From an optimization exercise on the open Yosys and OpenROAD flow, aimed at small area and a short achievable clock period; shortcuts taken in it are not production practice. The RTL was checked by simulation tests, not by an equivalence proof against the original design. Power is estimated from default activity; no workload was simulated.

==> flow/design.v <==
module viterbi_add_select #(
    parameter integer A   = 0,
    parameter integer ODD = 0       
) (
    x,
    y_n,
    bm1,
    bm2,
    bm3,
    df0,
    df1,
    df2,
    df3,
    zero,
    ld,
    q_lo,
    q_hi,
    m_lo,
    m_hi,
    d_lo,
    d_hi
);
input  [11:0] x;           
input  [11:0] y_n;         
input  [11:0] bm1;
input  [11:0] bm2;
input  [11:0] bm3;
input  [11:0] df0;
input  [11:0] df1;
input  [11:0] df2;
input  [11:0] df3;
input         zero;      
input         ld;        
input  [11:0] q_lo;      
input  [11:0] q_hi;
output [11:0] m_lo;        
output [11:0] m_hi;
output        d_lo;
output        d_hi;
wire [11:0] bma = (A == 0) ? 12'd256 : (A == 1) ? bm1 : (A == 2) ? bm2 : bm3;
wire [11:0] bmb = (A == 3) ? 12'd256 : (A == 2) ? bm1 : (A == 1) ? bm2 : bm3;
wire [11:0] dab = (A == 0) ? df0 : (A == 1) ? df1 : (A == 2) ? df2 : df3;    
wire [11:0] dba = (A == 3) ? df0 : (A == 2) ? df1 : (A == 1) ? df2 : df3;    
wire [11:0] ny = y_n;
wire [11:0] y  = ~y_n;
wire [11:0] s_lo = x ^ ny ^ dab;
wire [11:0] c_lo = (x & ny) | (x & dab) | (ny & dab);
wire [11:0] s_hi = x ^ ny ^ dba;
wire [11:0] c_hi = (x & ny) | (x & dba) | (ny & dba);
wire [11:0] diff_lo = s_lo + {c_lo[10:0], 1'b1};
wire [11:0] diff_hi = s_hi + {c_hi[10:0], 1'b1};
assign d_lo = ~diff_lo[11];
assign d_hi = ~diff_hi[11];
wire [11:0] up_lo = x + bma;
wire [11:0] dn_lo = y + bmb;
wire [11:0] up_hi = x + bmb;
wire [11:0] dn_hi = y + bma;
wire [11:0] inv = {12{ODD != 0}};
wire [11:0] zw  = inv;                        
wire [11:0] lo0 = zero ? zw : ld ? (up_lo ^ inv) : q_lo;
wire [11:0] lo1 = zero ? zw : ld ? (dn_lo ^ inv) : q_lo;
wire [11:0] hi0 = zero ? zw : ld ? (up_hi ^ inv) : q_hi;
wire [11:0] hi1 = zero ? zw : ld ? (dn_hi ^ inv) : q_hi;
assign m_lo = d_lo ? lo1 : lo0;
assign m_hi = d_hi ? hi1 : hi0;
endmodule
module viterbi_data_forward(
    clk,
    rst,
    LLR0,
    LLR1,
    data_in_v,
    tail,
    dec,
    dec_v,
    dec_tail
);
input         clk;
input         rst;
input  [7:0]  LLR0;
input  [7:0]  LLR1;
input         data_in_v;
input         tail;
output [63:0] dec;
output        dec_v;
output        dec_tail;
reg  [7:0]  la, lb;            
reg         v0, t0;
reg  [11:0] bm1, bm2, bm3;    
reg  [11:0] df0, df1, df2, df3;  
reg  [11:0] bm1_b, bm2_b, bm3_b;
reg  [11:0] df0_b, df1_b, df2_b, df3_b;
reg         v1, t1;
wire [11:0] a = {{4{la[7]}}, la};
wire [11:0] b = {{4{lb[7]}}, lb};
always @(posedge clk) begin
    if (rst) begin
        v0 <= 1'b0;
        t0 <= 1'b0;
        v1 <= 1'b0;
        t1 <= 1'b0;
    end
    else begin
        v0 <= data_in_v;
        t0 <= data_in_v & tail;
        v1 <= v0;
        t1 <= t0;
    end
    la  <= LLR0;
    lb  <= LLR1;
    bm1 <= a + 12'd256;
    bm2 <= b + 12'd256;
    bm3 <= a + b + 12'd256;
    df0 <= -(a + b);
    df1 <= a - b;
    df2 <= b - a;
    df3 <= a + b;
    bm1_b <= a - 12'hf00;
    bm2_b <= b - 12'hf00;
    bm3_b <= a - (~b) + 12'd255;
    df0_b <= ~b - a + 12'd1;
    df1_b <= a + ~b + 12'd1;
    df2_b <= b + ~a + 12'd1;
    df3_b <= a - (~b) - 12'd1;
end
wire [64*12-1:0] m_cur;
wire [64*12-1:0] m_new;
wire [63:0]      d_new;
genvar i;
generate
for (i = 0; i < 32; i = i + 1) begin : bf
    localparam [63:0] ATAB = 64'b00_01_00_01_11_10_11_10_11_10_11_10_00_01_00_01_10_11_10_11_01_00_01_00_01_00_01_00_10_11_10_11;
    localparam integer A = (ATAB >> (2*(31-i))) & 3;
    viterbi_add_select #(.A(A), .ODD(i % 2)) u_acs(
        .x      (m_cur[(2*i)*12 +: 12]),
        .y_n    (m_cur[(2*i+1)*12 +: 12]),
        .bm1    (i < 16 ? bm1 : bm1_b),
        .bm2    (i < 16 ? bm2 : bm2_b),
        .bm3    (i < 16 ? bm3 : bm3_b),
        .df0    (i < 16 ? df0 : df0_b),
        .df1    (i < 16 ? df1 : df1_b),
        .df2    (i < 16 ? df2 : df2_b),
        .df3    (i < 16 ? df3 : df3_b),
        .zero   (zero),
        .ld     (ld),
        .q_lo   (m_cur[i*12 +: 12]),
        .q_hi   (m_cur[(i+32)*12 +: 12]),
        .m_lo   (m_new[i*12 +: 12]),
        .m_hi   (m_new[(i+32)*12 +: 12]),
        .d_lo   (d_new[i]),
        .d_hi   (d_new[i+32])
    );
end
endgenerate
reg [64*12-1:0] m;
reg [63:0]      d;
reg             v2, t2;
reg             rst_r;
wire            zero = t1 | rst_r;
wire            ld   = v1;
assign m_cur = m;
always @(posedge clk) begin
    rst_r <= rst;
    if (rst) begin
        v2 <= 1'b0;
        t2 <= 1'b0;
    end
    else begin
        v2 <= v1;
        t2 <= t1;
    end
    m <= m_new;
    d <= v1 ? d_new : 64'd0;
end
assign dec      = d;
assign dec_v    = v2;
assign dec_tail = t2;
endmodule
module viterbi_data_back(
    clk,
    rst,
    dec,
    pre_v,
    pre_tail,
    decode_out,
    decode_out_v,
    tail_v,
    tail_length
);
input          clk;
input          rst;
input  [63:0]  dec;         
input          pre_v;       
input          pre_tail;    
output reg [127:0] decode_out;
output reg     decode_out_v;
output reg     tail_v;
output reg [7:0] tail_length;
reg        flush;       
reg        dv, dt;      
reg        step;        
reg [63:0] sel1;        
wire       pol = 1'b0;
reg  [6:0] ucnt;        
reg        ge;          
reg  [7:0] zcnt;        
wire [64*251-1:0] sw;   
genvar j;
generate
for (j = 0; j < 64; j = j + 1) begin : st
    localparam integer P0 = (2 * j) % 64;
    localparam integer P1 = P0 + 1;
    reg [255:6] s;
    assign sw[j*251] = (j % 2) ? pol : ~pol;
    assign sw[j*251+1 +: 250] = s;
    always @(posedge clk)
        if (step)
            s <= ~(sel1[j] ? sw[P1*251 +: 250] : sw[P0*251 +: 250]);
end
endgenerate
wire [127:0] blk_bits;
genvar k;
generate
for (k = 0; k < 128; k = k + 1) begin : ob
    assign blk_bits[k] = sw[255-k-5] ^ pol ^ ((255 - k) % 2);
end
endgenerate
reg blk_v, blk_last;
always @(posedge clk) begin
    decode_out <= blk_bits;
    if (rst) begin
        decode_out_v <= 1'b0;
        tail_v       <= 1'b0;
    end
    else begin
        decode_out_v <= blk_v;
        tail_v       <= blk_last;
    end
end
wire       blk  = (ucnt == 7'd127) & ge;
wire       last = flush & (zcnt[7] | (zcnt == 8'd127));
wire       fin  = blk & last;                   
wire       flush_nx = (dv & dt) | (flush & ~fin);
wire       step_nx  = pre_v | flush_nx;
always @(posedge clk) begin
    if (rst) begin
        flush        <= 1'b0;
        dv           <= 1'b0;
        dt           <= 1'b0;
        ucnt         <= 7'd0;
        ge           <= 1'b0;
        zcnt         <= 8'd0;
        blk_v        <= 1'b0;
        blk_last     <= 1'b0;
    end
    else begin
        flush        <= flush_nx;
        dv           <= pre_v;
        dt           <= pre_tail;
        blk_v        <= step & blk;
        blk_last     <= step & fin;
        if (step) begin
            ucnt <= ucnt + 7'd1;
            if (ucnt == 7'd127)
                ge <= 1'b1;
        end
        if (dv & dt)
            zcnt <= 8'd0;
        else if (flush) begin
            zcnt <= zcnt + 8'd1;
            if (fin) begin
                ucnt <= 7'd0;
                ge   <= 1'b0;
            end
        end
    end
    if (dv & dt)
        tail_length <= {1'b0, ucnt} + 8'd1;
end
always @(posedge clk) begin
    if (rst) begin
        step <= 1'b0;
        sel1 <= 64'd0;
    end
    else begin
        step <= step_nx;
        sel1 <= dec;
    end
end
endmodule
module viterbi_decode(
    clk,
    rst,
    LLR0,
    LLR1,
    data_in_v,
    tail,
    decode_out,
    decode_out_v,
    tail_v,
    tail_length
);
input          clk;
input          rst;
input  [7:0]   LLR0;
input  [7:0]   LLR1;
input          data_in_v;
input          tail;
output [127:0] decode_out;
output         decode_out_v;
output         tail_v;
output [7:0]   tail_length;
wire [63:0] dec;
wire        dec_v;
wire        dec_tail;
viterbi_data_forward u_viterbi_data_forward(
    .clk       (clk),
    .rst       (rst),
    .LLR0      (LLR0),
    .LLR1      (LLR1),
    .data_in_v (data_in_v),
    .tail      (tail),
    .dec       (dec),
    .dec_v     (dec_v),
    .dec_tail  (dec_tail)
);
viterbi_data_back u_viterbi_data_back(
    .clk          (clk),
    .rst          (rst),
    .dec          (dec),
    .pre_v        (dec_v),
    .pre_tail     (dec_tail),
    .decode_out   (decode_out),
    .decode_out_v (decode_out_v),
    .tail_v       (tail_v),
    .tail_length  (tail_length)
);
endmodule
Settings: LEC_CHECK=0, CAP_MARGIN=30, CORE_MARGIN=2, CORE_UTILIZATION=66, CTS_BUF_LIST=sky130_fd_sc_hd__clkbuf_16, CTS_CLUSTER_DIAMETER=80, CTS_CLUSTER_SIZE=24, SETUP_SLACK_MARGIN=3.0, SLEW_MARGIN=40, SYNTH_HIERARCHICAL=1, TNS_END_PERCENT=0; clock period 6.0 ns.
run.sh (not shown) runs the stock make flow with config.mk's settings and CLKGATE_MAP_FILE= SYNTH_SCRIPT=/design/flow/synth_recipe.tcl, a recipe that flattens the netlist after the stock synthesis.
Rerun with:
- CORE_UTILIZATION: 66 -> 60
Outcome: Global-route usage drops by 3.6 points; cell area barely changes; core utilization went down by 6.5 points; flip-flop and latch count does not change; wire length rises by 1.1%; first-iteration DRC count went down by 10%; clock power is higher by about 2%; cell count goes up by 2.0%.

-- static timing again, ports no longer ideal --
The flow's constraints put no driver on any port. The routed layouts listed below were extracted and timed again, unchanged, in two steps. Step 1 sets driving cells, clkbuf_16 on the clock port and buf_2 on the other inputs (assumed; they add their load-dependent delay and slew). Step 2, shift: input delay + t, output delay - t, t = (earliest + latest rising clock arrival at the registers) / 2. This alone moves slack from input paths to output paths. Three values: ideal ports, drivers, drivers and shift; two values: the first two.
| run | shift t [ns] | slack for setup (ns) | worst slew at a driven data input, ns |
|---|---|---|---|
| the first run | 1.405 | 2.530 / 2.398 / 2.530 | 0.13 |
| the second run | 1.425 | 2.486 / 2.458 / 2.486 | 0.29 |
After both steps setup and hold are still met in every run listed.
